Context: an optimization exercise on an open-source flow, tuned for small area and a short achievable clock period. The choices shown serve that exercise and are no tape-out recipe. No functional check of the RTL was part of any run shown here.

## flow/design.v (module list and top-level ports; edited modules follow where they fit)
// module fir_filter: 813 lines
// module fir_fa: 6 lines
module fir_filter (clk, reset, x, y);
  // ...
==> flow/run.sh <==
#!/bin/bash
# synth_recipe.tcl (not shown) runs the flow's synth.tcl, then flattens the netlist and writes it again
# the make line also repeats each setting of config.mk as NAME=value (left out here)
make -C /OpenROAD-flow-scripts/flow DESIGN_CONFIG=/design/flow/config.mk WORK_HOME=/design/flow/orfs CLKGATE_MAP_FILE= SYNTH_SCRIPT=/design/flow/synth_recipe.tcl finish
==> flow/config.mk <==
export PLATFORM = sky130hd
export DESIGN_NAME = fir_filter
export DESIGN_NICKNAME = fir_filter
export VERILOG_FILES = /design/flow/design.v
export SDC_FILE = /design/flow/constraint.sdc
export NUM_CORES = 4
export LEC_CHECK = 0
export ABC_CLOCK_PERIOD_IN_PS = 2500
export CAP_MARGIN = 20
export CORE_MARGIN = 2
export CORE_UTILIZATION = 40
export CTS_BUF_LIST = sky130_fd_sc_hd__clkbuf_4 sky130_fd_sc_hd__clkbuf_8
export CTS_CLUSTER_DIAMETER = 50
export CTS_CLUSTER_SIZE = 16
export SETUP_SLACK_MARGIN = 5.0
export SLEW_MARGIN = 20
export SYNTH_HIERARCHICAL = 1
export SYNTH_MINIMUM_KEEP_SIZE = 0
==> flow/constraint.sdc <==
create_clock -name core_clock -period 8.0 [get_ports {clk}]
set_input_delay 1.6000 -clock core_clock [delete_from_list [all_inputs] [get_ports {clk}]]
set_output_delay 1.6000 -clock core_clock [all_outputs]
set_load 0.01 [all_outputs]
==> results.py, run 1 <==
metrics = {
    "status": {
        "run_status": "complete, no violations",
    },
    "critical_path": {
        "required_ns": 8.54,
        "timing.critical_path.to": "y_reg[25]$_DFF_PP0_",
        "critical_path.reg2reg.endpoint": "y_reg[25]$_DFF_PP0_",
        "setup.reg_to_reg.worst_slack_ns": 4.59,
    },
    "yosys": {
        "synth_simple_gate_area_frac": 0.02575,
        "synth-seq-cells": 379,
        "synth_cell_types": 56,
        "post_synth_most_frequent_cells": "391 x sky130_fd_sc_hd__fa_1, 349 x sky130_fd_sc_hd__dfrtp_1, 192 x sky130_fd_sc_hd__inv_1",
        "post-synth-top-count-cell": "sky130_fd_sc_hd__fa_1",
        "yosys.area_share.xor_xnor": 0.01053,
        "seq_area_frac_synth": 0.4768,
    },
    "floorplan": {
        "core_area_sq_mm": 0.04915,
        "floorplan.rows": 81,
        "ios": 66,
    },
    "finish": {
        "seq_area_frac": 0.4044,
        "multi_input_combinational_area_share": 0.4323,
        "seq_cell_count": 379,
        "multi_input_logic_cell_count": 651,
        "buffer_share_of_cell_area": 0.05319,
    },
    "grt": {
        "number_of_antenna_violations_at_the_first_check_in_global_routing": 1,
    },
    "flow_run": {
        "max_cap_check_violation_count": 0,
    },
    "placed_design": {
        "dp_cells": 1954,
        "place.gp.congestion": 0.8455,
    },
    "sta": {
        "holdWs_ns": 0.3298,
        "timing.final.crit_share": 0.4257,
        "report.final.setup_viol": 0,
    },
    "clock_network": {
        "clkSlewWorstSetupHoldPaths_ns": 0.09,
        "cts_htree_levels": 2,
        "clock-sinks": 379,
        "post-cts-setup-buffer-count": 42,
    },
    "worst_hold_path": {
        "hold_path_end": "h2[31]$_DFF_PP0_",
        "min_delay_path_depth": 0,
    },
    "route": {
        "routed_wl_um": 37920,
        "vias": 9521,
    },
}
==> run 2: changes to the inputs <==
==> flow/design.v (replaced) <==
module fir_filter (clk, reset, x, y);
  input clk, reset;
  input signed [31:0] x;
  output signed [31:0] y;
  reg [31:0] h0, h1, h2, h3, h4, h5, h6, h7;
  reg [31:0] r0;
  reg [31:0] r1;
  reg [31:0] q0;
  reg [31:0] q1;
  reg [31:0] y_reg;
  wire rs1, rc2;
  fir_fa u_rs1 (.a(h2[0]), .b(h4[0]), .c(h6[0]), .s(rs1), .co(rc2));
  wire rs3, rc4;
  fir_fa u_rs3 (.a(h3[0]), .b(h3[1]), .c(h5[0]), .s(rs3), .co(rc4));
  wire rs5, rc6;
  fir_fa u_rs5 (.a(h2[1]), .b(h4[1]), .c(h6[1]), .s(rs5), .co(rc6));
  wire rs7, rc8;
  fir_fa u_rs7 (.a(rc2), .b(~rs3), .c(rs5), .s(rs7), .co(rc8));
  wire rs9, rc10;
  fir_fa u_rs9 (.a(h3[1]), .b(h3[2]), .c(h5[1]), .s(rs9), .co(rc10));
  wire rs11, rc12;
  fir_fa u_rs11 (.a(h2[0]), .b(h2[2]), .c(h4[2]), .s(rs11), .co(rc12));
  wire rs13, rc14;
  fir_fa u_rs13 (.a(~h6[2]), .b(h7[0]), .c(rc4), .s(rs13), .co(rc14));
  wire rs15, rc16;
  fir_fa u_rs15 (.a(rc6), .b(~rs9), .c(rs11), .s(rs15), .co(rc16));
  wire rs17, rc18;
  fir_fa u_rs17 (.a(~rs13), .b(rc8), .c(rs15), .s(rs17), .co(rc18));
  wire rs19, rc20;
  fir_fa u_rs19 (.a(h3[2]), .b(h3[3]), .c(h4[0]), .s(rs19), .co(rc20));
  wire rs21, rc22;
  fir_fa u_rs21 (.a(h2[1]), .b(h2[3]), .c(h4[3]), .s(rs21), .co(rc22));
  wire rs23, rc24;
  fir_fa u_rs23 (.a(h5[2]), .b(~h6[3]), .c(h7[1]), .s(rs23), .co(rc24));
  wire rs25, rc26;
  fir_fa u_rs25 (.a(rc10), .b(~rc12), .c(rs19), .s(rs25), .co(rc26));
  wire rs27, rc28;
  fir_fa u_rs27 (.a(~rs21), .b(rs23), .c(rc14), .s(rs27), .co(rc28));
  wire rs29, rc30;
  fir_fa u_rs29 (.a(~rc16), .b(rs25), .c(rs27), .s(rs29), .co(rc30));
  wire rs31, rc32;
  fir_fa u_rs31 (.a(h3[3]), .b(h3[4]), .c(h4[1]), .s(rs31), .co(rc32));
  wire rs33, rc34;
  fir_fa u_rs33 (.a(h2[2]), .b(h2[4]), .c(h4[4]), .s(rs33), .co(rc34));
  wire rs35, rc36;
  fir_fa u_rs35 (.a(h5[3]), .b(~h6[4]), .c(h7[2]), .s(rs35), .co(rc36));
  wire rs37, rc38;
  fir_fa u_rs37 (.a(rc20), .b(rc24), .c(rs31), .s(rs37), .co(rc38));
  wire rs39, rc40;
  fir_fa u_rs39 (.a(rc22), .b(rs33), .c(~rs35), .s(rs39), .co(rc40));
  wire rs41, rc42;
  fir_fa u_rs41 (.a(rc26), .b(rs37), .c(~rs39), .s(rs41), .co(rc42));
  wire rs43, rc44;
  fir_fa u_rs43 (.a(rc28), .b(rs41), .c(rc30), .s(rs43), .co(rc44));
  wire rs45, rc46;
  fir_fa u_rs45 (.a(h3[4]), .b(h3[5]), .c(h4[2]), .s(rs45), .co(rc46));
  wire rs47, rc48;
  fir_fa u_rs47 (.a(h2[3]), .b(h2[5]), .c(h4[5]), .s(rs47), .co(rc48));
  wire rs49, rc50;
  fir_fa u_rs49 (.a(h5[4]), .b(~h6[5]), .c(h7[3]), .s(rs49), .co(rc50));
  wire rs51, rc52;
  fir_fa u_rs51 (.a(rc32), .b(rc36), .c(rs45), .s(rs51), .co(rc52));
  wire rs53, rc54;
  fir_fa u_rs53 (.a(rc34), .b(rs47), .c(~rs49), .s(rs53), .co(rc54));
  wire rs55, rc56;
  fir_fa u_rs55 (.a(rc38), .b(rs51), .c(~rc40), .s(rs55), .co(rc56));
  wire rs57, rc58;
  fir_fa u_rs57 (.a(~rs53), .b(rc42), .c(rs55), .s(rs57), .co(rc58));
  wire rs59, rc60;
  fir_fa u_rs59 (.a(h3[5]), .b(h3[6]), .c(h4[3]), .s(rs59), .co(rc60));
  wire rs61, rc62;
  fir_fa u_rs61 (.a(h2[4]), .b(h2[6]), .c(h4[6]), .s(rs61), .co(rc62));
  wire rs63, rc64;
  fir_fa u_rs63 (.a(h5[5]), .b(~h6[6]), .c(h7[4]), .s(rs63), .co(rc64));
  wire rs65, rc66;
  fir_fa u_rs65 (.a(rc46), .b(rc50), .c(rs59), .s(rs65), .co(rc66));
  wire rs67, rc68;
  fir_fa u_rs67 (.a(rc48), .b(rs61), .c(~rs63), .s(rs67), .co(rc68));
  wire rs69, rc70;
  fir_fa u_rs69 (.a(rc52), .b(rs65), .c(~rc54), .s(rs69), .co(rc70));
  wire rs71, rc72;
  fir_fa u_rs71 (.a(~rs67), .b(rc56), .c(rs69), .s(rs71), .co(rc72));
  wire rs73, rc74;
  fir_fa u_rs73 (.a(h3[6]), .b(h3[7]), .c(h4[4]), .s(rs73), .co(rc74));
  wire rs75, rc76;
  fir_fa u_rs75 (.a(h2[5]), .b(h2[7]), .c(h4[7]), .s(rs75), .co(rc76));
  wire rs77, rc78;
  fir_fa u_rs77 (.a(h5[6]), .b(~h6[7]), .c(h7[5]), .s(rs77), .co(rc78));
  wire rs79, rc80;
  fir_fa u_rs79 (.a(rc60), .b(rc64), .c(rs73), .s(rs79), .co(rc80));
  wire rs81, rc82;
  fir_fa u_rs81 (.a(rc62), .b(rs75), .c(~rs77), .s(rs81), .co(rc82));
  wire rs83, rc84;
  fir_fa u_rs83 (.a(rc66), .b(rs79), .c(~rc68), .s(rs83), .co(rc84));
  wire rs85, rc86;
  fir_fa u_rs85 (.a(~rs81), .b(rc70), .c(rs83), .s(rs85), .co(rc86));
  wire rs87, rc88;
  fir_fa u_rs87 (.a(h3[7]), .b(h3[8]), .c(h4[5]), .s(rs87), .co(rc88));
  wire rs89, rc90;
  fir_fa u_rs89 (.a(h2[6]), .b(h2[8]), .c(h4[8]), .s(rs89), .co(rc90));
  wire rs91, rc92;
  fir_fa u_rs91 (.a(h5[7]), .b(~h6[8]), .c(h7[6]), .s(rs91), .co(rc92));
  wire rs93, rc94;
  fir_fa u_rs93 (.a(rc74), .b(rc78), .c(rs87), .s(rs93), .co(rc94));
  wire rs95, rc96;
  fir_fa u_rs95 (.a(rc76), .b(rs89), .c(~rs91), .s(rs95), .co(rc96));
  wire rs97, rc98;
  fir_fa u_rs97 (.a(rc80), .b(rs93), .c(~rc82), .s(rs97), .co(rc98));
  wire rs99, rc100;
  fir_fa u_rs99 (.a(~rs95), .b(rc84), .c(rs97), .s(rs99), .co(rc100));
  wire rs101, rc102;
  fir_fa u_rs101 (.a(h3[8]), .b(h3[9]), .c(h4[6]), .s(rs101), .co(rc102));
  wire rs103, rc104;
  fir_fa u_rs103 (.a(h2[7]), .b(h2[9]), .c(h4[9]), .s(rs103), .co(rc104));
  wire rs105, rc106;
  fir_fa u_rs105 (.a(h5[8]), .b(~h6[9]), .c(h7[7]), .s(rs105), .co(rc106));
  wire rs107, rc108;
  fir_fa u_rs107 (.a(rc88), .b(rc92), .c(rs101), .s(rs107), .co(rc108));
  wire rs109, rc110;
  fir_fa u_rs109 (.a(rc90), .b(rs103), .c(~rs105), .s(rs109), .co(rc110));
  wire rs111, rc112;
  fir_fa u_rs111 (.a(rc94), .b(rs107), .c(~rc96), .s(rs111), .co(rc112));
  wire rs113, rc114;
  fir_fa u_rs113 (.a(~rs109), .b(rc98), .c(rs111), .s(rs113), .co(rc114));
  wire rs115, rc116;
  fir_fa u_rs115 (.a(h3[9]), .b(h3[10]), .c(h4[7]), .s(rs115), .co(rc116));
  wire rs117, rc118;
  fir_fa u_rs117 (.a(h2[8]), .b(h2[10]), .c(h4[10]), .s(rs117), .co(rc118));
  wire rs119, rc120;
  fir_fa u_rs119 (.a(h5[9]), .b(~h6[10]), .c(h7[8]), .s(rs119), .co(rc120));
  wire rs121, rc122;
  fir_fa u_rs121 (.a(rc102), .b(rc106), .c(rs115), .s(rs121), .co(rc122));
  wire rs123, rc124;
  fir_fa u_rs123 (.a(rc104), .b(rs117), .c(~rs119), .s(rs123), .co(rc124));
  wire rs125, rc126;
  fir_fa u_rs125 (.a(rc108), .b(rs121), .c(~rc110), .s(rs125), .co(rc126));
  wire rs127, rc128;
  fir_fa u_rs127 (.a(~rs123), .b(rc112), .c(rs125), .s(rs127), .co(rc128));
  wire rs129, rc130;
  fir_fa u_rs129 (.a(h3[10]), .b(h3[11]), .c(h4[8]), .s(rs129), .co(rc130));
  wire rs131, rc132;
  fir_fa u_rs131 (.a(h2[9]), .b(h2[11]), .c(h4[11]), .s(rs131), .co(rc132));
  wire rs133, rc134;
  fir_fa u_rs133 (.a(h5[10]), .b(~h6[11]), .c(h7[9]), .s(rs133), .co(rc134));
  wire rs135, rc136;
  fir_fa u_rs135 (.a(rc116), .b(rc120), .c(rs129), .s(rs135), .co(rc136));
  wire rs137, rc138;
  fir_fa u_rs137 (.a(rc118), .b(rs131), .c(~rs133), .s(rs137), .co(rc138));
  wire rs139, rc140;
  fir_fa u_rs139 (.a(rc122), .b(rs135), .c(~rc124), .s(rs139), .co(rc140));
  wire rs141, rc142;
  fir_fa u_rs141 (.a(~rs137), .b(rc126), .c(rs139), .s(rs141), .co(rc142));
  wire rs143, rc144;
  fir_fa u_rs143 (.a(h3[11]), .b(h3[12]), .c(h4[9]), .s(rs143), .co(rc144));
  wire rs145, rc146;
  fir_fa u_rs145 (.a(h2[10]), .b(h2[12]), .c(h4[12]), .s(rs145), .co(rc146));
  wire rs147, rc148;
  fir_fa u_rs147 (.a(h5[11]), .b(~h6[12]), .c(h7[10]), .s(rs147), .co(rc148));
  wire rs149, rc150;
  fir_fa u_rs149 (.a(rc130), .b(rc134), .c(rs143), .s(rs149), .co(rc150));
  wire rs151, rc152;
  fir_fa u_rs151 (.a(rc132), .b(rs145), .c(~rs147), .s(rs151), .co(rc152));
  wire rs153, rc154;
  fir_fa u_rs153 (.a(rc136), .b(rs149), .c(~rc138), .s(rs153), .co(rc154));
  wire rs155, rc156;
  fir_fa u_rs155 (.a(~rs151), .b(rc140), .c(rs153), .s(rs155), .co(rc156));
  wire rs157, rc158;
  fir_fa u_rs157 (.a(h3[12]), .b(h3[13]), .c(h4[10]), .s(rs157), .co(rc158));
  wire rs159, rc160;
  fir_fa u_rs159 (.a(h2[11]), .b(h2[13]), .c(h4[13]), .s(rs159), .co(rc160));
  wire rs161, rc162;
  fir_fa u_rs161 (.a(h5[12]), .b(~h6[13]), .c(h7[11]), .s(rs161), .co(rc162));
  wire rs163, rc164;
  fir_fa u_rs163 (.a(rc144), .b(rc148), .c(rs157), .s(rs163), .co(rc164));
  wire rs165, rc166;
  fir_fa u_rs165 (.a(rc146), .b(rs159), .c(~rs161), .s(rs165), .co(rc166));
  wire rs167, rc168;
  fir_fa u_rs167 (.a(rc150), .b(rs163), .c(~rc152), .s(rs167), .co(rc168));
  wire rs169, rc170;
  fir_fa u_rs169 (.a(~rs165), .b(rc154), .c(rs167), .s(rs169), .co(rc170));
  wire rs171, rc172;
  fir_fa u_rs171 (.a(h3[13]), .b(h3[14]), .c(h4[11]), .s(rs171), .co(rc172));
  wire rs173, rc174;
  fir_fa u_rs173 (.a(h2[12]), .b(h2[14]), .c(h4[14]), .s(rs173), .co(rc174));
  wire rs175, rc176;
  fir_fa u_rs175 (.a(h5[13]), .b(~h6[14]), .c(h7[12]), .s(rs175), .co(rc176));
  wire rs177, rc178;
  fir_fa u_rs177 (.a(rc158), .b(rc162), .c(rs171), .s(rs177), .co(rc178));
  wire rs179, rc180;
  fir_fa u_rs179 (.a(rc160), .b(rs173), .c(~rs175), .s(rs179), .co(rc180));
  wire rs181, rc182;
  fir_fa u_rs181 (.a(rc164), .b(rs177), .c(~rc166), .s(rs181), .co(rc182));
  wire rs183, rc184;
  fir_fa u_rs183 (.a(~rs179), .b(rc168), .c(rs181), .s(rs183), .co(rc184));
  wire rs185, rc186;
  fir_fa u_rs185 (.a(h3[14]), .b(h3[15]), .c(h4[12]), .s(rs185), .co(rc186));
  wire rs187, rc188;
  fir_fa u_rs187 (.a(h2[13]), .b(h2[15]), .c(h4[15]), .s(rs187), .co(rc188));
  wire rs189, rc190;
  fir_fa u_rs189 (.a(h5[14]), .b(~h6[15]), .c(h7[13]), .s(rs189), .co(rc190));
  wire rs191, rc192;
  fir_fa u_rs191 (.a(rc172), .b(rc176), .c(rs185), .s(rs191), .co(rc192));
  wire rs193, rc194;
  fir_fa u_rs193 (.a(rc174), .b(rs187), .c(~rs189), .s(rs193), .co(rc194));
  wire rs195, rc196;
  fir_fa u_rs195 (.a(rc178), .b(rs191), .c(~rc180), .s(rs195), .co(rc196));
  wire rs197, rc198;
  fir_fa u_rs197 (.a(~rs193), .b(rc182), .c(rs195), .s(rs197), .co(rc198));
  wire rs199, rc200;
  fir_fa u_rs199 (.a(h3[15]), .b(h3[16]), .c(h4[13]), .s(rs199), .co(rc200));
  wire rs201, rc202;
  fir_fa u_rs201 (.a(h2[14]), .b(h2[16]), .c(h4[16]), .s(rs201), .co(rc202));
  wire rs203, rc204;
  fir_fa u_rs203 (.a(h5[15]), .b(~h6[16]), .c(h7[14]), .s(rs203), .co(rc204));
  wire rs205, rc206;
  fir_fa u_rs205 (.a(rc186), .b(rc190), .c(rs199), .s(rs205), .co(rc206));
  wire rs207, rc208;
  fir_fa u_rs207 (.a(rc188), .b(rs201), .c(~rs203), .s(rs207), .co(rc208));
  wire rs209, rc210;
  fir_fa u_rs209 (.a(rc192), .b(rs205), .c(~rc194), .s(rs209), .co(rc210));
  wire rs211, rc212;
  fir_fa u_rs211 (.a(~rs207), .b(rc196), .c(rs209), .s(rs211), .co(rc212));
  wire rs213, rc214;
  fir_fa u_rs213 (.a(h3[16]), .b(h3[17]), .c(h4[14]), .s(rs213), .co(rc214));
  wire rs215, rc216;
  fir_fa u_rs215 (.a(h2[15]), .b(h2[17]), .c(h4[17]), .s(rs215), .co(rc216));
  wire rs217, rc218;
  fir_fa u_rs217 (.a(h5[16]), .b(~h6[17]), .c(h7[15]), .s(rs217), .co(rc218));
  wire rs219, rc220;
  fir_fa u_rs219 (.a(rc200), .b(rc204), .c(rs213), .s(rs219), .co(rc220));
  wire rs221, rc222;
  fir_fa u_rs221 (.a(rc202), .b(rs215), .c(~rs217), .s(rs221), .co(rc222));
  wire rs223, rc224;
  fir_fa u_rs223 (.a(rc206), .b(rs219), .c(~rc208), .s(rs223), .co(rc224));
  wire rs225, rc226;
  fir_fa u_rs225 (.a(~rs221), .b(rc210), .c(rs223), .s(rs225), .co(rc226));
  wire rs227, rc228;
  fir_fa u_rs227 (.a(h3[17]), .b(h3[18]), .c(h4[15]), .s(rs227), .co(rc228));
  wire rs229, rc230;
  fir_fa u_rs229 (.a(h2[16]), .b(h2[18]), .c(h4[18]), .s(rs229), .co(rc230));
  wire rs231, rc232;
  fir_fa u_rs231 (.a(h5[17]), .b(~h6[18]), .c(h7[16]), .s(rs231), .co(rc232));
  wire rs233, rc234;
  fir_fa u_rs233 (.a(rc214), .b(rc218), .c(rs227), .s(rs233), .co(rc234));
  wire rs235, rc236;
  fir_fa u_rs235 (.a(rc216), .b(rs229), .c(~rs231), .s(rs235), .co(rc236));
  wire rs237, rc238;
  fir_fa u_rs237 (.a(rc220), .b(rs233), .c(~rc222), .s(rs237), .co(rc238));
  wire rs239, rc240;
  fir_fa u_rs239 (.a(~rs235), .b(rc224), .c(rs237), .s(rs239), .co(rc240));
  wire rs241, rc242;
  fir_fa u_rs241 (.a(h3[18]), .b(h3[19]), .c(h4[16]), .s(rs241), .co(rc242));
  wire rs243, rc244;
  fir_fa u_rs243 (.a(h2[17]), .b(h2[19]), .c(h4[19]), .s(rs243), .co(rc244));
  wire rs245, rc246;
  fir_fa u_rs245 (.a(h5[18]), .b(~h6[19]), .c(h7[17]), .s(rs245), .co(rc246));
  wire rs247, rc248;
  fir_fa u_rs247 (.a(rc228), .b(rc232), .c(rs241), .s(rs247), .co(rc248));
  wire rs249, rc250;
  fir_fa u_rs249 (.a(rc230), .b(rs243), .c(~rs245), .s(rs249), .co(rc250));
  wire rs251, rc252;
  fir_fa u_rs251 (.a(rc234), .b(rs247), .c(~rc236), .s(rs251), .co(rc252));
  wire rs253, rc254;
  fir_fa u_rs253 (.a(~rs249), .b(rc238), .c(rs251), .s(rs253), .co(rc254));
  wire rs255, rc256;
  fir_fa u_rs255 (.a(h3[19]), .b(h3[20]), .c(h4[17]), .s(rs255), .co(rc256));
  wire rs257, rc258;
  fir_fa u_rs257 (.a(h2[18]), .b(h2[20]), .c(h4[20]), .s(rs257), .co(rc258));
  wire rs259, rc260;
  fir_fa u_rs259 (.a(h5[19]), .b(~h6[20]), .c(h7[18]), .s(rs259), .co(rc260));
  wire rs261, rc262;
  fir_fa u_rs261 (.a(rc242), .b(rc246), .c(rs255), .s(rs261), .co(rc262));
  wire rs263, rc264;
  fir_fa u_rs263 (.a(rc244), .b(rs257), .c(~rs259), .s(rs263), .co(rc264));
  wire rs265, rc266;
  fir_fa u_rs265 (.a(rc248), .b(rs261), .c(~rc250), .s(rs265), .co(rc266));
  wire rs267, rc268;
  fir_fa u_rs267 (.a(~rs263), .b(rc252), .c(rs265), .s(rs267), .co(rc268));
  wire rs269, rc270;
  fir_fa u_rs269 (.a(h3[20]), .b(h3[21]), .c(h4[18]), .s(rs269), .co(rc270));
  wire rs271, rc272;
  fir_fa u_rs271 (.a(h2[19]), .b(h2[21]), .c(h4[21]), .s(rs271), .co(rc272));
  wire rs273, rc274;
  fir_fa u_rs273 (.a(h5[20]), .b(~h6[21]), .c(h7[19]), .s(rs273), .co(rc274));
  wire rs275, rc276;
  fir_fa u_rs275 (.a(rc256), .b(rc260), .c(rs269), .s(rs275), .co(rc276));
  wire rs277, rc278;
  fir_fa u_rs277 (.a(rc258), .b(rs271), .c(~rs273), .s(rs277), .co(rc278));
  wire rs279, rc280;
  fir_fa u_rs279 (.a(rc262), .b(rs275), .c(~rc264), .s(rs279), .co(rc280));
  wire rs281, rc282;
  fir_fa u_rs281 (.a(~rs277), .b(rc266), .c(rs279), .s(rs281), .co(rc282));
  wire rs283, rc284;
  fir_fa u_rs283 (.a(h3[21]), .b(h3[22]), .c(h4[19]), .s(rs283), .co(rc284));
  wire rs285, rc286;
  fir_fa u_rs285 (.a(h2[20]), .b(h2[22]), .c(h4[22]), .s(rs285), .co(rc286));
  wire rs287, rc288;
  fir_fa u_rs287 (.a(h5[21]), .b(~h6[22]), .c(h7[20]), .s(rs287), .co(rc288));
  wire rs289, rc290;
  fir_fa u_rs289 (.a(rc270), .b(rc274), .c(rs283), .s(rs289), .co(rc290));
  wire rs291, rc292;
  fir_fa u_rs291 (.a(rc272), .b(rs285), .c(~rs287), .s(rs291), .co(rc292));
  wire rs293, rc294;
  fir_fa u_rs293 (.a(rc276), .b(rs289), .c(~rc278), .s(rs293), .co(rc294));
  wire rs295, rc296;
  fir_fa u_rs295 (.a(~rs291), .b(rc280), .c(rs293), .s(rs295), .co(rc296));
  wire rs297, rc298;
  fir_fa u_rs297 (.a(h3[22]), .b(h3[23]), .c(h4[20]), .s(rs297), .co(rc298));
  wire rs299, rc300;
  fir_fa u_rs299 (.a(h2[21]), .b(h2[23]), .c(h4[23]), .s(rs299), .co(rc300));
  wire rs301, rc302;
  fir_fa u_rs301 (.a(h5[22]), .b(~h6[23]), .c(h7[21]), .s(rs301), .co(rc302));
  wire rs303, rc304;
  fir_fa u_rs303 (.a(rc284), .b(rc288), .c(rs297), .s(rs303), .co(rc304));
  wire rs305, rc306;
  fir_fa u_rs305 (.a(rc286), .b(rs299), .c(~rs301), .s(rs305), .co(rc306));
  wire rs307, rc308;
  fir_fa u_rs307 (.a(rc290), .b(rs303), .c(~rc292), .s(rs307), .co(rc308));
  wire rs309, rc310;
  fir_fa u_rs309 (.a(~rs305), .b(rc294), .c(rs307), .s(rs309), .co(rc310));
  wire rs311, rc312;
  fir_fa u_rs311 (.a(h3[23]), .b(h3[24]), .c(h4[21]), .s(rs311), .co(rc312));
  wire rs313, rc314;
  fir_fa u_rs313 (.a(h2[22]), .b(h2[24]), .c(h4[24]), .s(rs313), .co(rc314));
  wire rs315, rc316;
  fir_fa u_rs315 (.a(h5[23]), .b(~h6[24]), .c(h7[22]), .s(rs315), .co(rc316));
  wire rs317, rc318;
  fir_fa u_rs317 (.a(rc298), .b(rc302), .c(rs311), .s(rs317), .co(rc318));
  wire rs319, rc320;
  fir_fa u_rs319 (.a(rc300), .b(rs313), .c(~rs315), .s(rs319), .co(rc320));
  wire rs321, rc322;
  fir_fa u_rs321 (.a(rc304), .b(rs317), .c(~rc306), .s(rs321), .co(rc322));
  wire rs323, rc324;
  fir_fa u_rs323 (.a(~rs319), .b(rc308), .c(rs321), .s(rs323), .co(rc324));
  wire rs325, rc326;
  fir_fa u_rs325 (.a(h3[24]), .b(h3[25]), .c(h4[22]), .s(rs325), .co(rc326));
  wire rs327, rc328;
  fir_fa u_rs327 (.a(h2[23]), .b(h2[25]), .c(h4[25]), .s(rs327), .co(rc328));
  wire rs329, rc330;
  fir_fa u_rs329 (.a(h5[24]), .b(~h6[25]), .c(h7[23]), .s(rs329), .co(rc330));
  wire rs331, rc332;
  fir_fa u_rs331 (.a(rc312), .b(rc316), .c(rs325), .s(rs331), .co(rc332));
  wire rs333, rc334;
  fir_fa u_rs333 (.a(rc314), .b(rs327), .c(~rs329), .s(rs333), .co(rc334));
  wire rs335, rc336;
  fir_fa u_rs335 (.a(rc318), .b(rs331), .c(~rc320), .s(rs335), .co(rc336));
  wire rs337, rc338;
  fir_fa u_rs337 (.a(~rs333), .b(rc322), .c(rs335), .s(rs337), .co(rc338));
  wire rs339, rc340;
  fir_fa u_rs339 (.a(h3[25]), .b(h3[26]), .c(h4[23]), .s(rs339), .co(rc340));
  wire rs341, rc342;
  fir_fa u_rs341 (.a(h2[24]), .b(h2[26]), .c(h4[26]), .s(rs341), .co(rc342));
  wire rs343, rc344;
  fir_fa u_rs343 (.a(h5[25]), .b(~h6[26]), .c(h7[24]), .s(rs343), .co(rc344));
  wire rs345, rc346;
  fir_fa u_rs345 (.a(rc326), .b(rc330), .c(rs339), .s(rs345), .co(rc346));
  wire rs347, rc348;
  fir_fa u_rs347 (.a(rc328), .b(rs341), .c(~rs343), .s(rs347), .co(rc348));
  wire rs349, rc350;
  fir_fa u_rs349 (.a(rc332), .b(rs345), .c(~rc334), .s(rs349), .co(rc350));
  wire rs351, rc352;
  fir_fa u_rs351 (.a(~rs347), .b(rc336), .c(rs349), .s(rs351), .co(rc352));
  wire rs353, rc354;
  fir_fa u_rs353 (.a(h3[26]), .b(h3[27]), .c(h4[24]), .s(rs353), .co(rc354));
  wire rs355, rc356;
  fir_fa u_rs355 (.a(h2[25]), .b(h2[27]), .c(h4[27]), .s(rs355), .co(rc356));
  wire rs357, rc358;
  fir_fa u_rs357 (.a(h5[26]), .b(~h6[27]), .c(h7[25]), .s(rs357), .co(rc358));
  wire rs359, rc360;
  fir_fa u_rs359 (.a(rc340), .b(rc344), .c(rs353), .s(rs359), .co(rc360));
  wire rs361, rc362;
  fir_fa u_rs361 (.a(rc342), .b(rs355), .c(~rs357), .s(rs361), .co(rc362));
  wire rs363, rc364;
  fir_fa u_rs363 (.a(rc346), .b(rs359), .c(~rc348), .s(rs363), .co(rc364));
  wire rs365, rc366;
  fir_fa u_rs365 (.a(~rs361), .b(rc350), .c(rs363), .s(rs365), .co(rc366));
  wire rs367, rc368;
  fir_fa u_rs367 (.a(h3[27]), .b(h3[28]), .c(h4[25]), .s(rs367), .co(rc368));
  wire rs369, rc370;
  fir_fa u_rs369 (.a(h2[26]), .b(h2[28]), .c(h4[28]), .s(rs369), .co(rc370));
  wire rs371, rc372;
  fir_fa u_rs371 (.a(h5[27]), .b(~h6[28]), .c(h7[26]), .s(rs371), .co(rc372));
  wire rs373, rc374;
  fir_fa u_rs373 (.a(rc354), .b(rc358), .c(rs367), .s(rs373), .co(rc374));
  wire rs375, rc376;
  fir_fa u_rs375 (.a(rc356), .b(rs369), .c(~rs371), .s(rs375), .co(rc376));
  wire rs377, rc378;
  fir_fa u_rs377 (.a(rc360), .b(rs373), .c(~rc362), .s(rs377), .co(rc378));
  wire rs379, rc380;
  fir_fa u_rs379 (.a(~rs375), .b(rc364), .c(rs377), .s(rs379), .co(rc380));
  wire rs381, rc382;
  fir_fa u_rs381 (.a(h3[28]), .b(h3[29]), .c(h4[26]), .s(rs381), .co(rc382));
  wire rs383, rc384;
  fir_fa u_rs383 (.a(h2[27]), .b(h2[29]), .c(h4[29]), .s(rs383), .co(rc384));
  wire rs385, rc386;
  fir_fa u_rs385 (.a(h5[28]), .b(~h6[29]), .c(h7[27]), .s(rs385), .co(rc386));
  wire rs387, rc388;
  fir_fa u_rs387 (.a(rc368), .b(rc372), .c(rs381), .s(rs387), .co(rc388));
  wire rs389, rc390;
  fir_fa u_rs389 (.a(rc370), .b(rs383), .c(~rs385), .s(rs389), .co(rc390));
  wire rs391, rc392;
  fir_fa u_rs391 (.a(rc374), .b(rs387), .c(~rc376), .s(rs391), .co(rc392));
  wire rs393, rc394;
  fir_fa u_rs393 (.a(~rs389), .b(rc378), .c(rs391), .s(rs393), .co(rc394));
  wire rs395, rc396;
  fir_fa u_rs395 (.a(h3[29]), .b(h3[30]), .c(h4[27]), .s(rs395), .co(rc396));
  wire rs397, rc398;
  fir_fa u_rs397 (.a(h2[28]), .b(h2[30]), .c(h4[30]), .s(rs397), .co(rc398));
  wire rs399, rc400;
  fir_fa u_rs399 (.a(h5[29]), .b(~h6[30]), .c(h7[28]), .s(rs399), .co(rc400));
  wire rs401, rc402;
  fir_fa u_rs401 (.a(rc382), .b(rc386), .c(rs395), .s(rs401), .co(rc402));
  wire rs403, rc404;
  fir_fa u_rs403 (.a(rc384), .b(rs397), .c(~rs399), .s(rs403), .co(rc404));
  wire rs405, rc406;
  fir_fa u_rs405 (.a(rc388), .b(rs401), .c(~rc390), .s(rs405), .co(rc406));
  wire rs407, rc408;
  fir_fa u_rs407 (.a(~rs403), .b(rc392), .c(rs405), .s(rs407), .co(rc408));
  wire rs409, rc410;
  fir_fa u_rs409 (.a(h3[30]), .b(h3[31]), .c(h4[28]), .s(rs409), .co(rc410));
  wire rs411, rc412;
  fir_fa u_rs411 (.a(h2[29]), .b(h2[31]), .c(h4[31]), .s(rs411), .co(rc412));
  wire rs413, rc414;
  fir_fa u_rs413 (.a(h5[30]), .b(~h6[31]), .c(h7[29]), .s(rs413), .co(rc414));
  wire rs415, rc416;
  fir_fa u_rs415 (.a(rc396), .b(rc400), .c(rs409), .s(rs415), .co(rc416));
  wire rs417, rc418;
  fir_fa u_rs417 (.a(rc398), .b(rs411), .c(~rs413), .s(rs417), .co(rc418));
  wire rs419, rc420;
  fir_fa u_rs419 (.a(rc402), .b(rs415), .c(~rc404), .s(rs419), .co(rc420));
  wire rs421, rc422;
  fir_fa u_rs421 (.a(~rs417), .b(rc406), .c(rs419), .s(rs421), .co(rc422));
  wire qs423, qc424;
  fir_fa u_qs423 (.a(~r0[0]), .b(r1[0]), .c(x[0]), .s(qs423), .co(qc424));
  wire qs425, qc426;
  fir_fa u_qs425 (.a(~h1[0]), .b(h2[0]), .c(r0[1]), .s(qs425), .co(qc426));
  wire qs427, qc428;
  fir_fa u_qs427 (.a(qs425), .b(x[1]), .c(qc424), .s(qs427), .co(qc428));
  wire qs429, qc430;
  fir_fa u_qs429 (.a(h0[0]), .b(h1[0]), .c(h1[1]), .s(qs429), .co(qc430));
  wire qs431, qc432;
  fir_fa u_qs431 (.a(h2[1]), .b(r0[2]), .c(qc426), .s(qs431), .co(qc432));
  wire qs433, qc434;
  fir_fa u_qs433 (.a(~qs429), .b(x[2]), .c(qs431), .s(qs433), .co(qc434));
  wire qs435, qc436;
  fir_fa u_qs435 (.a(h0[1]), .b(h1[1]), .c(h1[2]), .s(qs435), .co(qc436));
  wire qs437, qc438;
  fir_fa u_qs437 (.a(h2[2]), .b(r0[3]), .c(~r1[3]), .s(qs437), .co(qc438));
  wire qs439, qc440;
  fir_fa u_qs439 (.a(qc430), .b(qs435), .c(~qs437), .s(qs439), .co(qc440));
  wire qs441, qc442;
  fir_fa u_qs441 (.a(x[3]), .b(qc432), .c(~qs439), .s(qs441), .co(qc442));
  wire qs443, qc444;
  fir_fa u_qs443 (.a(h0[2]), .b(h1[2]), .c(h1[3]), .s(qs443), .co(qc444));
  wire qs445, qc446;
  fir_fa u_qs445 (.a(~h2[3]), .b(r0[4]), .c(qc436), .s(qs445), .co(qc446));
  wire qs447, qc448;
  fir_fa u_qs447 (.a(qc438), .b(~qs443), .c(x[4]), .s(qs447), .co(qc448));
  wire qs449, qc450;
  fir_fa u_qs449 (.a(qs445), .b(qc440), .c(~qs447), .s(qs449), .co(qc450));
  wire qs451, qc452;
  fir_fa u_qs451 (.a(h0[3]), .b(h1[3]), .c(h1[4]), .s(qs451), .co(qc452));
  wire qs453, qc454;
  fir_fa u_qs453 (.a(~h2[4]), .b(r0[5]), .c(r1[5]), .s(qs453), .co(qc454));
  wire qs455, qc456;
  fir_fa u_qs455 (.a(qc444), .b(qs451), .c(qs453), .s(qs455), .co(qc456));
  wire qs457, qc458;
  fir_fa u_qs457 (.a(qc446), .b(~x[5]), .c(qs455), .s(qs457), .co(qc458));
  wire qs459, qc460;
  fir_fa u_qs459 (.a(~qc448), .b(qs457), .c(qc450), .s(qs459), .co(qc460));
  wire qs461, qc462;
  fir_fa u_qs461 (.a(h0[4]), .b(h1[4]), .c(h1[5]), .s(qs461), .co(qc462));
  wire qs463, qc464;
  fir_fa u_qs463 (.a(~h2[5]), .b(r0[6]), .c(r1[6]), .s(qs463), .co(qc464));
  wire qs465, qc466;
  fir_fa u_qs465 (.a(qc452), .b(qc454), .c(qs461), .s(qs465), .co(qc466));
  wire qs467, qc468;
  fir_fa u_qs467 (.a(qs463), .b(qc456), .c(qs465), .s(qs467), .co(qc468));
  wire qs469, qc470;
  fir_fa u_qs469 (.a(~x[6]), .b(qc458), .c(qs467), .s(qs469), .co(qc470));
  wire qs471, qc472;
  fir_fa u_qs471 (.a(h0[5]), .b(h1[5]), .c(h1[6]), .s(qs471), .co(qc472));
  wire qs473, qc474;
  fir_fa u_qs473 (.a(~h2[6]), .b(r0[7]), .c(r1[7]), .s(qs473), .co(qc474));
  wire qs475, qc476;
  fir_fa u_qs475 (.a(qc462), .b(qc464), .c(qs471), .s(qs475), .co(qc476));
  wire qs477, qc478;
  fir_fa u_qs477 (.a(qs473), .b(~x[7]), .c(qc466), .s(qs477), .co(qc478));
  wire qs479, qc480;
  fir_fa u_qs479 (.a(qs475), .b(qc468), .c(qs477), .s(qs479), .co(qc480));
  wire qs481, qc482;
  fir_fa u_qs481 (.a(h0[6]), .b(h1[6]), .c(h1[7]), .s(qs481), .co(qc482));
  wire qs483, qc484;
  fir_fa u_qs483 (.a(~h2[7]), .b(r0[8]), .c(r1[8]), .s(qs483), .co(qc484));
  wire qs485, qc486;
  fir_fa u_qs485 (.a(qc472), .b(qc474), .c(qs481), .s(qs485), .co(qc486));
  wire qs487, qc488;
  fir_fa u_qs487 (.a(qs483), .b(~x[8]), .c(qc476), .s(qs487), .co(qc488));
  wire qs489, qc490;
  fir_fa u_qs489 (.a(qs485), .b(qc478), .c(qs487), .s(qs489), .co(qc490));
  wire qs491, qc492;
  fir_fa u_qs491 (.a(h0[7]), .b(h1[7]), .c(h1[8]), .s(qs491), .co(qc492));
  wire qs493, qc494;
  fir_fa u_qs493 (.a(~h2[8]), .b(r0[9]), .c(r1[9]), .s(qs493), .co(qc494));
  wire qs495, qc496;
  fir_fa u_qs495 (.a(qc482), .b(qc484), .c(qs491), .s(qs495), .co(qc496));
  wire qs497, qc498;
  fir_fa u_qs497 (.a(qs493), .b(~x[9]), .c(qc486), .s(qs497), .co(qc498));
  wire qs499, qc500;
  fir_fa u_qs499 (.a(qs495), .b(qc488), .c(qs497), .s(qs499), .co(qc500));
  wire qs501, qc502;
  fir_fa u_qs501 (.a(h0[8]), .b(h1[8]), .c(h1[9]), .s(qs501), .co(qc502));
  wire qs503, qc504;
  fir_fa u_qs503 (.a(~h2[9]), .b(r0[10]), .c(r1[10]), .s(qs503), .co(qc504));
  wire qs505, qc506;
  fir_fa u_qs505 (.a(qc492), .b(qc494), .c(qs501), .s(qs505), .co(qc506));
  wire qs507, qc508;
  fir_fa u_qs507 (.a(qs503), .b(~x[10]), .c(qc496), .s(qs507), .co(qc508));
  wire qs509, qc510;
  fir_fa u_qs509 (.a(qs505), .b(qc498), .c(qs507), .s(qs509), .co(qc510));
  wire qs511, qc512;
  fir_fa u_qs511 (.a(h0[9]), .b(h1[9]), .c(h1[10]), .s(qs511), .co(qc512));
  wire qs513, qc514;
  fir_fa u_qs513 (.a(~h2[10]), .b(r0[11]), .c(r1[11]), .s(qs513), .co(qc514));
  wire qs515, qc516;
  fir_fa u_qs515 (.a(qc502), .b(qc504), .c(qs511), .s(qs515), .co(qc516));
  wire qs517, qc518;
  fir_fa u_qs517 (.a(qs513), .b(~x[11]), .c(qc506), .s(qs517), .co(qc518));
  wire qs519, qc520;
  fir_fa u_qs519 (.a(qs515), .b(qc508), .c(qs517), .s(qs519), .co(qc520));
  wire qs521, qc522;
  fir_fa u_qs521 (.a(h0[10]), .b(h1[10]), .c(h1[11]), .s(qs521), .co(qc522));
  wire qs523, qc524;
  fir_fa u_qs523 (.a(~h2[11]), .b(r0[12]), .c(r1[12]), .s(qs523), .co(qc524));
  wire qs525, qc526;
  fir_fa u_qs525 (.a(qc512), .b(qc514), .c(qs521), .s(qs525), .co(qc526));
  wire qs527, qc528;
  fir_fa u_qs527 (.a(qs523), .b(~x[12]), .c(qc516), .s(qs527), .co(qc528));
  wire qs529, qc530;
  fir_fa u_qs529 (.a(qs525), .b(qc518), .c(qs527), .s(qs529), .co(qc530));
  wire qs531, qc532;
  fir_fa u_qs531 (.a(h0[11]), .b(h1[11]), .c(h1[12]), .s(qs531), .co(qc532));
  wire qs533, qc534;
  fir_fa u_qs533 (.a(~h2[12]), .b(r0[13]), .c(r1[13]), .s(qs533), .co(qc534));
  wire qs535, qc536;
  fir_fa u_qs535 (.a(qc522), .b(qc524), .c(qs531), .s(qs535), .co(qc536));
  wire qs537, qc538;
  fir_fa u_qs537 (.a(qs533), .b(~x[13]), .c(qc526), .s(qs537), .co(qc538));
  wire qs539, qc540;
  fir_fa u_qs539 (.a(qs535), .b(qc528), .c(qs537), .s(qs539), .co(qc540));
  wire qs541, qc542;
  fir_fa u_qs541 (.a(h0[12]), .b(h1[12]), .c(h1[13]), .s(qs541), .co(qc542));
  wire qs543, qc544;
  fir_fa u_qs543 (.a(~h2[13]), .b(r0[14]), .c(r1[14]), .s(qs543), .co(qc544));
  wire qs545, qc546;
  fir_fa u_qs545 (.a(qc532), .b(qc534), .c(qs541), .s(qs545), .co(qc546));
  wire qs547, qc548;
  fir_fa u_qs547 (.a(qs543), .b(~x[14]), .c(qc536), .s(qs547), .co(qc548));
  wire qs549, qc550;
  fir_fa u_qs549 (.a(qs545), .b(qc538), .c(qs547), .s(qs549), .co(qc550));
  wire qs551, qc552;
  fir_fa u_qs551 (.a(h0[13]), .b(h1[13]), .c(h1[14]), .s(qs551), .co(qc552));
  wire qs553, qc554;
  fir_fa u_qs553 (.a(~h2[14]), .b(r0[15]), .c(r1[15]), .s(qs553), .co(qc554));
  wire qs555, qc556;
  fir_fa u_qs555 (.a(qc542), .b(qc544), .c(qs551), .s(qs555), .co(qc556));
  wire qs557, qc558;
  fir_fa u_qs557 (.a(qs553), .b(~x[15]), .c(qc546), .s(qs557), .co(qc558));
  wire qs559, qc560;
  fir_fa u_qs559 (.a(qs555), .b(qc548), .c(qs557), .s(qs559), .co(qc560));
  wire qs561, qc562;
  fir_fa u_qs561 (.a(h0[14]), .b(h1[14]), .c(h1[15]), .s(qs561), .co(qc562));
  wire qs563, qc564;
  fir_fa u_qs563 (.a(~h2[15]), .b(r0[16]), .c(r1[16]), .s(qs563), .co(qc564));
  wire qs565, qc566;
  fir_fa u_qs565 (.a(qc552), .b(qc554), .c(qs561), .s(qs565), .co(qc566));
  wire qs567, qc568;
  fir_fa u_qs567 (.a(qs563), .b(~x[16]), .c(qc556), .s(qs567), .co(qc568));
  wire qs569, qc570;
  fir_fa u_qs569 (.a(qs565), .b(qc558), .c(qs567), .s(qs569), .co(qc570));
  wire qs571, qc572;
  fir_fa u_qs571 (.a(h0[15]), .b(h1[15]), .c(h1[16]), .s(qs571), .co(qc572));
  wire qs573, qc574;
  fir_fa u_qs573 (.a(~h2[16]), .b(r0[17]), .c(r1[17]), .s(qs573), .co(qc574));
  wire qs575, qc576;
  fir_fa u_qs575 (.a(qc562), .b(qc564), .c(qs571), .s(qs575), .co(qc576));
  wire qs577, qc578;
  fir_fa u_qs577 (.a(qs573), .b(~x[17]), .c(qc566), .s(qs577), .co(qc578));
  wire qs579, qc580;
  fir_fa u_qs579 (.a(qs575), .b(qc568), .c(qs577), .s(qs579), .co(qc580));
  wire qs581, qc582;
  fir_fa u_qs581 (.a(h0[16]), .b(h1[16]), .c(h1[17]), .s(qs581), .co(qc582));
  wire qs583, qc584;
  fir_fa u_qs583 (.a(~h2[17]), .b(r0[18]), .c(r1[18]), .s(qs583), .co(qc584));
  wire qs585, qc586;
  fir_fa u_qs585 (.a(qc572), .b(qc574), .c(qs581), .s(qs585), .co(qc586));
  wire qs587, qc588;
  fir_fa u_qs587 (.a(qs583), .b(~x[18]), .c(qc576), .s(qs587), .co(qc588));
  wire qs589, qc590;
  fir_fa u_qs589 (.a(qs585), .b(qc578), .c(qs587), .s(qs589), .co(qc590));
  wire qs591, qc592;
  fir_fa u_qs591 (.a(h0[17]), .b(h1[17]), .c(h1[18]), .s(qs591), .co(qc592));
  wire qs593, qc594;
  fir_fa u_qs593 (.a(~h2[18]), .b(r0[19]), .c(r1[19]), .s(qs593), .co(qc594));
  wire qs595, qc596;
  fir_fa u_qs595 (.a(qc582), .b(qc584), .c(qs591), .s(qs595), .co(qc596));
  wire qs597, qc598;
  fir_fa u_qs597 (.a(qs593), .b(~x[19]), .c(qc586), .s(qs597), .co(qc598));
  wire qs599, qc600;
  fir_fa u_qs599 (.a(qs595), .b(qc588), .c(qs597), .s(qs599), .co(qc600));
  wire qs601, qc602;
  fir_fa u_qs601 (.a(h0[18]), .b(h1[18]), .c(h1[19]), .s(qs601), .co(qc602));
  wire qs603, qc604;
  fir_fa u_qs603 (.a(~h2[19]), .b(r0[20]), .c(r1[20]), .s(qs603), .co(qc604));
  wire qs605, qc606;
  fir_fa u_qs605 (.a(qc592), .b(qc594), .c(qs601), .s(qs605), .co(qc606));
  wire qs607, qc608;
  fir_fa u_qs607 (.a(qs603), .b(~x[20]), .c(qc596), .s(qs607), .co(qc608));
  wire qs609, qc610;
  fir_fa u_qs609 (.a(qs605), .b(qc598), .c(qs607), .s(qs609), .co(qc610));
  wire qs611, qc612;
  fir_fa u_qs611 (.a(h0[19]), .b(h1[19]), .c(h1[20]), .s(qs611), .co(qc612));
  wire qs613, qc614;
  fir_fa u_qs613 (.a(~h2[20]), .b(r0[21]), .c(r1[21]), .s(qs613), .co(qc614));
  wire qs615, qc616;
  fir_fa u_qs615 (.a(qc602), .b(qc604), .c(qs611), .s(qs615), .co(qc616));
  wire qs617, qc618;
  fir_fa u_qs617 (.a(qs613), .b(~x[21]), .c(qc606), .s(qs617), .co(qc618));
  wire qs619, qc620;
  fir_fa u_qs619 (.a(qs615), .b(qc608), .c(qs617), .s(qs619), .co(qc620));
  wire qs621, qc622;
  fir_fa u_qs621 (.a(h0[20]), .b(h1[20]), .c(h1[21]), .s(qs621), .co(qc622));
  wire qs623, qc624;
  fir_fa u_qs623 (.a(~h2[21]), .b(r0[22]), .c(r1[22]), .s(qs623), .co(qc624));
  wire qs625, qc626;
  fir_fa u_qs625 (.a(qc612), .b(qc614), .c(qs621), .s(qs625), .co(qc626));
  wire qs627, qc628;
  fir_fa u_qs627 (.a(qs623), .b(~x[22]), .c(qc616), .s(qs627), .co(qc628));
  wire qs629, qc630;
  fir_fa u_qs629 (.a(qs625), .b(qc618), .c(qs627), .s(qs629), .co(qc630));
  wire qs631, qc632;
  fir_fa u_qs631 (.a(h0[21]), .b(h1[21]), .c(h1[22]), .s(qs631), .co(qc632));
  wire qs633, qc634;
  fir_fa u_qs633 (.a(~h2[22]), .b(r0[23]), .c(r1[23]), .s(qs633), .co(qc634));
  wire qs635, qc636;
  fir_fa u_qs635 (.a(qc622), .b(qc624), .c(qs631), .s(qs635), .co(qc636));
  wire qs637, qc638;
  fir_fa u_qs637 (.a(qs633), .b(~x[23]), .c(qc626), .s(qs637), .co(qc638));
  wire qs639, qc640;
  fir_fa u_qs639 (.a(qs635), .b(qc628), .c(qs637), .s(qs639), .co(qc640));
  wire qs641, qc642;
  fir_fa u_qs641 (.a(h0[22]), .b(h1[22]), .c(h1[23]), .s(qs641), .co(qc642));
  wire qs643, qc644;
  fir_fa u_qs643 (.a(~h2[23]), .b(r0[24]), .c(r1[24]), .s(qs643), .co(qc644));
  wire qs645, qc646;
  fir_fa u_qs645 (.a(qc632), .b(qc634), .c(qs641), .s(qs645), .co(qc646));
  wire qs647, qc648;
  fir_fa u_qs647 (.a(qs643), .b(~x[24]), .c(qc636), .s(qs647), .co(qc648));
  wire qs649, qc650;
  fir_fa u_qs649 (.a(qs645), .b(qc638), .c(qs647), .s(qs649), .co(qc650));
  wire qs651, qc652;
  fir_fa u_qs651 (.a(h0[23]), .b(h1[23]), .c(h1[24]), .s(qs651), .co(qc652));
  wire qs653, qc654;
  fir_fa u_qs653 (.a(~h2[24]), .b(r0[25]), .c(r1[25]), .s(qs653), .co(qc654));
  wire qs655, qc656;
  fir_fa u_qs655 (.a(qc642), .b(qc644), .c(qs651), .s(qs655), .co(qc656));
  wire qs657, qc658;
  fir_fa u_qs657 (.a(qs653), .b(~x[25]), .c(qc646), .s(qs657), .co(qc658));
  wire qs659, qc660;
  fir_fa u_qs659 (.a(qs655), .b(qc648), .c(qs657), .s(qs659), .co(qc660));
  wire qs661, qc662;
  fir_fa u_qs661 (.a(h0[24]), .b(h1[24]), .c(h1[25]), .s(qs661), .co(qc662));
  wire qs663, qc664;
  fir_fa u_qs663 (.a(~h2[25]), .b(r0[26]), .c(r1[26]), .s(qs663), .co(qc664));
  wire qs665, qc666;
  fir_fa u_qs665 (.a(qc652), .b(qc654), .c(qs661), .s(qs665), .co(qc666));
  wire qs667, qc668;
  fir_fa u_qs667 (.a(qs663), .b(~x[26]), .c(qc656), .s(qs667), .co(qc668));
  wire qs669, qc670;
  fir_fa u_qs669 (.a(qs665), .b(qc658), .c(qs667), .s(qs669), .co(qc670));
  wire qs671, qc672;
  fir_fa u_qs671 (.a(h0[25]), .b(h1[25]), .c(h1[26]), .s(qs671), .co(qc672));
  wire qs673, qc674;
  fir_fa u_qs673 (.a(~h2[26]), .b(r0[27]), .c(r1[27]), .s(qs673), .co(qc674));
  wire qs675, qc676;
  fir_fa u_qs675 (.a(qc662), .b(qc664), .c(qs671), .s(qs675), .co(qc676));
  wire qs677, qc678;
  fir_fa u_qs677 (.a(qs673), .b(~x[27]), .c(qc666), .s(qs677), .co(qc678));
  wire qs679, qc680;
  fir_fa u_qs679 (.a(qs675), .b(qc668), .c(qs677), .s(qs679), .co(qc680));
  wire qs681, qc682;
  fir_fa u_qs681 (.a(h0[26]), .b(h1[26]), .c(h1[27]), .s(qs681), .co(qc682));
  wire qs683, qc684;
  fir_fa u_qs683 (.a(~h2[27]), .b(r0[28]), .c(r1[28]), .s(qs683), .co(qc684));
  wire qs685, qc686;
  fir_fa u_qs685 (.a(qc672), .b(qc674), .c(qs681), .s(qs685), .co(qc686));
  wire qs687, qc688;
  fir_fa u_qs687 (.a(qs683), .b(~x[28]), .c(qc676), .s(qs687), .co(qc688));
  wire qs689, qc690;
  fir_fa u_qs689 (.a(qs685), .b(qc678), .c(qs687), .s(qs689), .co(qc690));
  wire qs691, qc692;
  fir_fa u_qs691 (.a(h0[27]), .b(h1[27]), .c(h1[28]), .s(qs691), .co(qc692));
  wire qs693, qc694;
  fir_fa u_qs693 (.a(~h2[28]), .b(r0[29]), .c(r1[29]), .s(qs693), .co(qc694));
  wire qs695, qc696;
  fir_fa u_qs695 (.a(qc682), .b(qc684), .c(qs691), .s(qs695), .co(qc696));
  wire qs697, qc698;
  fir_fa u_qs697 (.a(qs693), .b(~x[29]), .c(qc686), .s(qs697), .co(qc698));
  wire qs699, qc700;
  fir_fa u_qs699 (.a(qs695), .b(qc688), .c(qs697), .s(qs699), .co(qc700));
  wire qs701, qc702;
  fir_fa u_qs701 (.a(h0[28]), .b(h1[28]), .c(h1[29]), .s(qs701), .co(qc702));
  wire qs703, qc704;
  fir_fa u_qs703 (.a(~h2[29]), .b(r0[30]), .c(r1[30]), .s(qs703), .co(qc704));
  wire qs705, qc706;
  fir_fa u_qs705 (.a(qc692), .b(qc694), .c(qs701), .s(qs705), .co(qc706));
  wire qs707, qc708;
  fir_fa u_qs707 (.a(qs703), .b(~x[30]), .c(qc696), .s(qs707), .co(qc708));
  wire qs709, qc710;
  fir_fa u_qs709 (.a(qs705), .b(qc698), .c(qs707), .s(qs709), .co(qc710));
  wire qs711, qc712;
  fir_fa u_qs711 (.a(h0[29]), .b(h1[29]), .c(h1[30]), .s(qs711), .co(qc712));
  wire qs713, qc714;
  fir_fa u_qs713 (.a(~h2[30]), .b(r0[31]), .c(r1[31]), .s(qs713), .co(qc714));
  wire qs715, qc716;
  fir_fa u_qs715 (.a(qc702), .b(qc704), .c(qs711), .s(qs715), .co(qc716));
  wire qs717, qc718;
  fir_fa u_qs717 (.a(qs713), .b(~x[31]), .c(qc706), .s(qs717), .co(qc718));
  wire qs719, qc720;
  fir_fa u_qs719 (.a(qs715), .b(qc708), .c(qs717), .s(qs719), .co(qc720));
  wire ys721, yc722;
  fir_fa u_ys721 (.a(h0[1]), .b(q0[2]), .c(q1[2]), .s(ys721), .co(yc722));
  wire ys723, yc724;
  fir_fa u_ys723 (.a(h0[2]), .b(q0[3]), .c(q1[3]), .s(ys723), .co(yc724));
  wire ys725 = ~(~yc722 ^ ~ys723);
  wire yc726 = ~yc722 | ~ys723;
  wire ys727, yc728;
  fir_fa u_ys727 (.a(h0[3]), .b(q0[4]), .c(~q1[4]), .s(ys727), .co(yc728));
  wire ys729, yc730;
  fir_fa u_ys729 (.a(yc724), .b(ys727), .c(~yc726), .s(ys729), .co(yc730));
  wire ys731, yc732;
  fir_fa u_ys731 (.a(h0[4]), .b(~q0[5]), .c(yc728), .s(ys731), .co(yc732));
  wire ys733, yc734;
  fir_fa u_ys733 (.a(~h0[5]), .b(q0[6]), .c(q1[6]), .s(ys733), .co(yc734));
  wire ys735, yc736;
  fir_fa u_ys735 (.a(~h0[6]), .b(q0[7]), .c(q1[7]), .s(ys735), .co(yc736));
  wire ys737, yc738;
  fir_fa u_ys737 (.a(~h0[7]), .b(q0[8]), .c(q1[8]), .s(ys737), .co(yc738));
  wire ys739, yc740;
  fir_fa u_ys739 (.a(~h0[8]), .b(q0[9]), .c(q1[9]), .s(ys739), .co(yc740));
  wire ys741, yc742;
  fir_fa u_ys741 (.a(~h0[9]), .b(q0[10]), .c(q1[10]), .s(ys741), .co(yc742));
  wire ys743, yc744;
  fir_fa u_ys743 (.a(~h0[10]), .b(q0[11]), .c(q1[11]), .s(ys743), .co(yc744));
  wire ys745, yc746;
  fir_fa u_ys745 (.a(~h0[11]), .b(q0[12]), .c(q1[12]), .s(ys745), .co(yc746));
  wire ys747, yc748;
  fir_fa u_ys747 (.a(~h0[12]), .b(q0[13]), .c(q1[13]), .s(ys747), .co(yc748));
  wire ys749, yc750;
  fir_fa u_ys749 (.a(~h0[13]), .b(q0[14]), .c(q1[14]), .s(ys749), .co(yc750));
  wire ys751, yc752;
  fir_fa u_ys751 (.a(~h0[14]), .b(q0[15]), .c(q1[15]), .s(ys751), .co(yc752));
  wire ys753, yc754;
  fir_fa u_ys753 (.a(~h0[15]), .b(q0[16]), .c(q1[16]), .s(ys753), .co(yc754));
  wire ys755, yc756;
  fir_fa u_ys755 (.a(~h0[16]), .b(q0[17]), .c(q1[17]), .s(ys755), .co(yc756));
  wire ys757, yc758;
  fir_fa u_ys757 (.a(~h0[17]), .b(q0[18]), .c(q1[18]), .s(ys757), .co(yc758));
  wire ys759, yc760;
  fir_fa u_ys759 (.a(~h0[18]), .b(q0[19]), .c(q1[19]), .s(ys759), .co(yc760));
  wire ys761, yc762;
  fir_fa u_ys761 (.a(~h0[19]), .b(q0[20]), .c(q1[20]), .s(ys761), .co(yc762));
  wire ys763, yc764;
  fir_fa u_ys763 (.a(~h0[20]), .b(q0[21]), .c(q1[21]), .s(ys763), .co(yc764));
  wire ys765, yc766;
  fir_fa u_ys765 (.a(~h0[21]), .b(q0[22]), .c(q1[22]), .s(ys765), .co(yc766));
  wire ys767, yc768;
  fir_fa u_ys767 (.a(~h0[22]), .b(q0[23]), .c(q1[23]), .s(ys767), .co(yc768));
  wire ys769, yc770;
  fir_fa u_ys769 (.a(~h0[23]), .b(q0[24]), .c(q1[24]), .s(ys769), .co(yc770));
  wire ys771, yc772;
  fir_fa u_ys771 (.a(~h0[24]), .b(q0[25]), .c(q1[25]), .s(ys771), .co(yc772));
  wire ys773, yc774;
  fir_fa u_ys773 (.a(~h0[25]), .b(q0[26]), .c(q1[26]), .s(ys773), .co(yc774));
  wire ys775, yc776;
  fir_fa u_ys775 (.a(~h0[26]), .b(q0[27]), .c(q1[27]), .s(ys775), .co(yc776));
  wire ys777, yc778;
  fir_fa u_ys777 (.a(~h0[27]), .b(q0[28]), .c(q1[28]), .s(ys777), .co(yc778));
  wire ys779, yc780;
  fir_fa u_ys779 (.a(~h0[28]), .b(q0[29]), .c(q1[29]), .s(ys779), .co(yc780));
  wire ys781, yc782;
  fir_fa u_ys781 (.a(~h0[29]), .b(q0[30]), .c(q1[30]), .s(ys781), .co(yc782));
  wire ys783, yc784;
  fir_fa u_ys783 (.a(~h0[30]), .b(q0[31]), .c(q1[31]), .s(ys783), .co(yc784));
  wire [31:0] r0_d = {rc408, rc394, rc380, rc366, rc352, rc338, rc324, rc310, rc296, rc282, rc268, rc254, rc240, rc226, rc212, rc198, rc184, rc170, rc156, rc142, rc128, rc114, rc100, rc86, rc72, rc58, rc44, rs43, rc18, rs17, rs7, h3[0]};
  wire [31:0] r1_d = {rs421, rs407, rs393, rs379, rs365, rs351, rs337, rs323, rs309, rs295, rs281, rs267, rs253, rs239, rs225, rs211, rs197, rs183, rs169, rs155, rs141, rs127, rs113, rs99, rs85, rs71, rs57, 1'b0, rs29, 1'b0, 1'b0, rs1};
  wire [31:0] q0_d = {qc710, qc700, qc690, qc680, qc670, qc660, qc650, qc640, qc630, qc620, qc610, qc600, qc590, qc580, qc570, qc560, qc550, qc540, qc530, qc520, qc510, qc500, qc490, qc480, qc470, qc460, qs459, qc442, qc434, qc428, qs427, qs423};
  wire [31:0] q1_d = {qs719, qs709, qs699, qs689, qs679, qs669, qs659, qs649, qs639, qs629, qs619, qs609, qs599, qs589, qs579, qs569, qs559, qs549, qs539, qs529, qs519, qs509, qs499, qs489, qs479, qs469, 1'b0, qs449, qs441, qs433, 1'b0, 1'b0};
  wire [31:0] ya = {yc782, yc780, yc778, yc776, yc774, yc772, yc770, yc768, yc766, yc764, yc762, yc760, yc758, yc756, yc754, yc752, yc750, yc748, yc746, yc744, yc742, yc740, yc738, yc736, yc734, ~yc732, ~yc730, ~ys729, ys725, 1'b1, ~h0[0], ~q0[0]};
  wire [31:0] yb = {ys783, ys781, ys779, ys777, ys775, ys773, ys771, ys769, ys767, ys765, ys763, ys761, ys759, ys757, ys755, ys753, ys751, ys749, ys747, ys745, ys743, ys741, ys739, ys737, ys735, ys733, ~ys731, 1'b0, 1'b0, ~ys721, ~q0[1], 1'b0};
  wire [31:0] y_d = ya + yb;
  always @(posedge clk or posedge reset) begin
    if (reset) begin
      h0 <= 32'd0; h1 <= 32'd0; h2 <= 32'd0; h3 <= 32'd0; h4 <= 32'd0; h5 <= 32'd0; h6 <= 32'd0; h7 <= 32'd0;
      r0 <= 32'hfffffff6;
      r1 <= 32'h00000000;
      q0 <= 32'hffffffb1;
      q1 <= 32'h00000044;
      y_reg <= 32'd0;
    end else begin
      h0 <= x; h1 <= h0; h2 <= h1; h3 <= h2; h4 <= h3; h5 <= h4; h6 <= h5; h7 <= h6;
      r0 <= r0_d;
      r1 <= r1_d;
      q0 <= q0_d;
      q1 <= q1_d;
      y_reg <= y_d;
    end
  end
  assign y = y_reg;
endmodule
module fir_fa (a, b, c, s, co);
  input a, b, c;
  output s, co;
  assign s = a ^ b ^ c;
  assign co = (a & b) | (a & c) | (b & c);
endmodule
==> run 2 against run 1 <==
Global-route usage is 1.1 points lower. Sequential share of layout area rose by 3.4 points. Sequential cell count is 28 higher.
==> results.py, run 2 <==
metrics = {
    "sta": {
        "report.final.setup_viol": 0,
        "finalSetupTns_ns": 0,
        "grt_setup_unrepaired": "yes",
        "timing.final.crit_share": 0.3983,
        "timing.clock.skew_ns": 0.03398,
        "timing.final.hold_violations": 0,
    },
    "yosys": {
        "post-synth-top-count-cell": "sky130_fd_sc_hd__fa_1",
        "synth.net_count": 1692,
        "synth_cell_types": 47,
        "synth_cells": 1238,
        "post_synth_most_frequent_cells": "391 x sky130_fd_sc_hd__fa_1, 347 x sky130_fd_sc_hd__dfrtp_1, 223 x sky130_fd_sc_hd__inv_1",
        "post-synth-top-area-fraction": 0.4236,
        "synth-seq-cells": 407,
        "synth_enable_flop_cells": 0,
        "seq_area_frac_synth": 0.5005,
        "synth-warning-count": 7,
    },
    "floorplan": {
        "dieArea_sq_mm": 0.05307,
        "die_width_um": 230.4,
        "floorplan.rows": 82,
        "ios": 66,
        "core_area_sq_mm": 0.05038,
        "initial_utilization": 0.4069,
    },
    "clock_network": {
        "ctsLongestPathBuffers": 3,
        "clkSlewWorstSetupHoldPaths_ns": 0.10,
        "clock-sinks": 407,
        "cts_htree_levels": 2,
    },
    "route": {
        "detail_route.first_pass.iterations": 4,
        "routed_wl_um": 36670,
        "detail_route.drc_violations": 0,
        "detail-route-antenna-nets": 0,
        "vias": 9320,
    },
    "finish": {
        "drive_gt1_frac": 0.1403,
        "insertedDiodeCount": 0,
        "mostFrequentLayoutCells": "388 x sky130_fd_sc_hd__fa_1, 346 x sky130_fd_sc_hd__dfrtp_1, 221 x sky130_fd_sc_hd__inv_1, 60 x sky130_fd_sc_hd__dfstp_2, 46 x sky130_fd_sc_hd__clkbuf_8",
    },
    "worst_hold_path": {
        "kind_of_path_behind_the_tightest_hold_check": "flop to flop",
        "critical_hold_path_startpoint": "h0[31]$_DFF_PP0_",
    },
    "critical_path": {
        "cp.arrival_ns": 3.70,
        "required_ns": 8.52,
        "timing.setup.critical_path_class": "flop to flop",
        "critPathMaxFanout": 3,
    },
    "grt": {
        "number_of_antenna_violations_at_the_first_check_in_global_routing": 0,
        "grt_max_degree": 133,
    },
    "status": {
        "run_status": "complete, no violations",
    },
    "flow_run": {
        "max_cap_check_violation_count": 0,
    },
    "placed_design": {
        "place.gp.congestion": 0.8188,
        "hpwl_um": 28160,
    },
}
run 2: cell types whose count changed after synthesis, sizes merged, moves of 4 or more:
cell    delta
o21ai      -8
a21o       +5
inv       +31
xor2       +5
dfstp     +30
a211o      +4
nand2     -13
nor2      -12
nand3      -5
nand2b     -4
run 2: area by class of cell:
class                      instances  area [sq um]
clock buffer                      47         640.6
clock inverter                    29         372.9
fill                            4334         26980
inverter                         223         840.8
multi-input combinational        598          9613
tap                              672         840.8
sequential                       407         10260
timing repair buffer              86         824.5
run 2: cell families (layout without fill, tap and decap cells):
| logic type | Yosys count | count (layout) | share of synthesized area |
|---|---|---|---|
| adder cells (fa/ha/maj) | 420 | 420 | 0.3996 |
| flip-flops | 407 | 407 | 0.5005 |
| XOR/XNOR | 28 | 28 | 0.01196 |
| AO/OA/AOI/OAI | 93 | 93 | 0.03095 |
| AND/OR/NAND/NOR | 57 | 57 | 0.01428 |
| buffers and inverters | 233 | 385 | 0.04273 |
run 2: path summary, 6_finish.rpt:
path / slack (ns) / endpoint / depth (start not counted)
max: 4.81 / y_reg[13]$_DFF_PP0_ / 12
min: 0.36 / h1[31]$_DFF_PP0_ / 0
max reg2reg: 4.81 / y_reg[13]$_DFF_PP0_ / 12
min reg2reg: 0.36 / h1[31]$_DFF_PP0_ / 0
max in group asynchronous: 5.26 / h0[9]$_DFF_PP0_ / 4
min in group asynchronous: 1.51 / h0[29]$_DFF_PP0_ / 3
run 2: per-module statistics from Yosys (local to each module, per instance):
| module | cell area [sq um] | copies in the design | cells | flip-flops and latches |
|---|---|---|---|---|
| fir_filter | 12670 | 1 | 847 | 407 |
| fir_fa | 20.02 | 391 | 1 | 0 |
run 2: metrics by stage:
stage | cell area [sq um] | hold slack, ns | instances | setup WS, ns
after floorplan | 20500 | 0.3312 | 1238 | 0.9653
after global placement | 22010 | 0.3314 | 1970 | 4.228
after detailed placement | 22010 | 0.3401 | 1970 | 4.209
after CTS | 23260 | 0.3554 | 2058 | 4.829
after global routing | 23390 | 0.3627 | 2062 | 4.684
final | 23390 | 0.3604 | 2062 | 4.814
run 2: repair_timing:
| action | in CTS | in global routing |
|---|---|---|
| gates resized for setup | 72 | 20 |
| setup endpoints to repair | 179 | 97 |
| buffers inserted | 12 | 4 |
| pin swaps | 18 | 15 |
run 2: metal layers:
metal,vias up,GRT usage,share of wire
met1,5153,0.2141,0.44
met4,0,0.04435,0.021
li1,3995,-,-
met3,50,0.02396,0.034
met2,122,0.2467,0.50
met5,-,0,0
run 2: worst max-delay path, cell delays in order (launching register included):
cell and delay [ns]:
sky130_fd_sc_hd__dfrtp_1 0.40, sky130_fd_sc_hd__fa_1 0.49, sky130_fd_sc_hd__ha_2 0.21, sky130_fd_sc_hd__fa_2 0.34
sky130_fd_sc_hd__inv_2 0.08, sky130_fd_sc_hd__ha_4 0.13, sky130_fd_sc_hd__or3b_4 0.39, sky130_fd_sc_hd__o221ai_4 0.22
sky130_fd_sc_hd__buf_6 0.15, sky130_fd_sc_hd__a31oi_4 0.11, sky130_fd_sc_hd__o21bai_1 0.22, sky130_fd_sc_hd__a21oi_2 0.11
sky130_fd_sc_hd__xnor2_2 0.22

-- what the ideal ports hide --
How much do the figures lean on ideal ports? The routed layouts below were timed once more, with nothing changed but the port constraints.
Step 1 (the two cells are an assumption about what drives the block):
set clk [get_ports {clk}]
set_driving_cell -lib_cell sky130_fd_sc_hd__clkbuf_16 $clk
set_driving_cell -lib_cell sky130_fd_sc_hd__buf_2 [delete_from_list [all_inputs] $clk]
Step 2 times the ports against the registers' clock, not the clock port: input delays grow and output delays shrink by t, the midpoint of the rising clock arrivals with the driver on.
a / b / c = ideal ports / drivers / drivers and shift; a / b = the first two.
| run | t (ns) | setup slack, ns | hold WS [ns] | worst data-port slew with drivers (ns) |
|---|---|---|---|---|
| run 1 | 0.659 | 4.594 / 4.594 / 4.594 | 0.330 / 0.330 / 0.330 | 0.04 |
| run 2 | 0.664 | 4.814 / 4.814 / 4.507 | 0.360 / 0.360 / 0.360 | 0.03 |
After both steps every run listed still meets setup and hold. For run 2, which loses most, drivers alone change the setup slack by 0.000 ns; drivers and shift together by -0.307 ns.
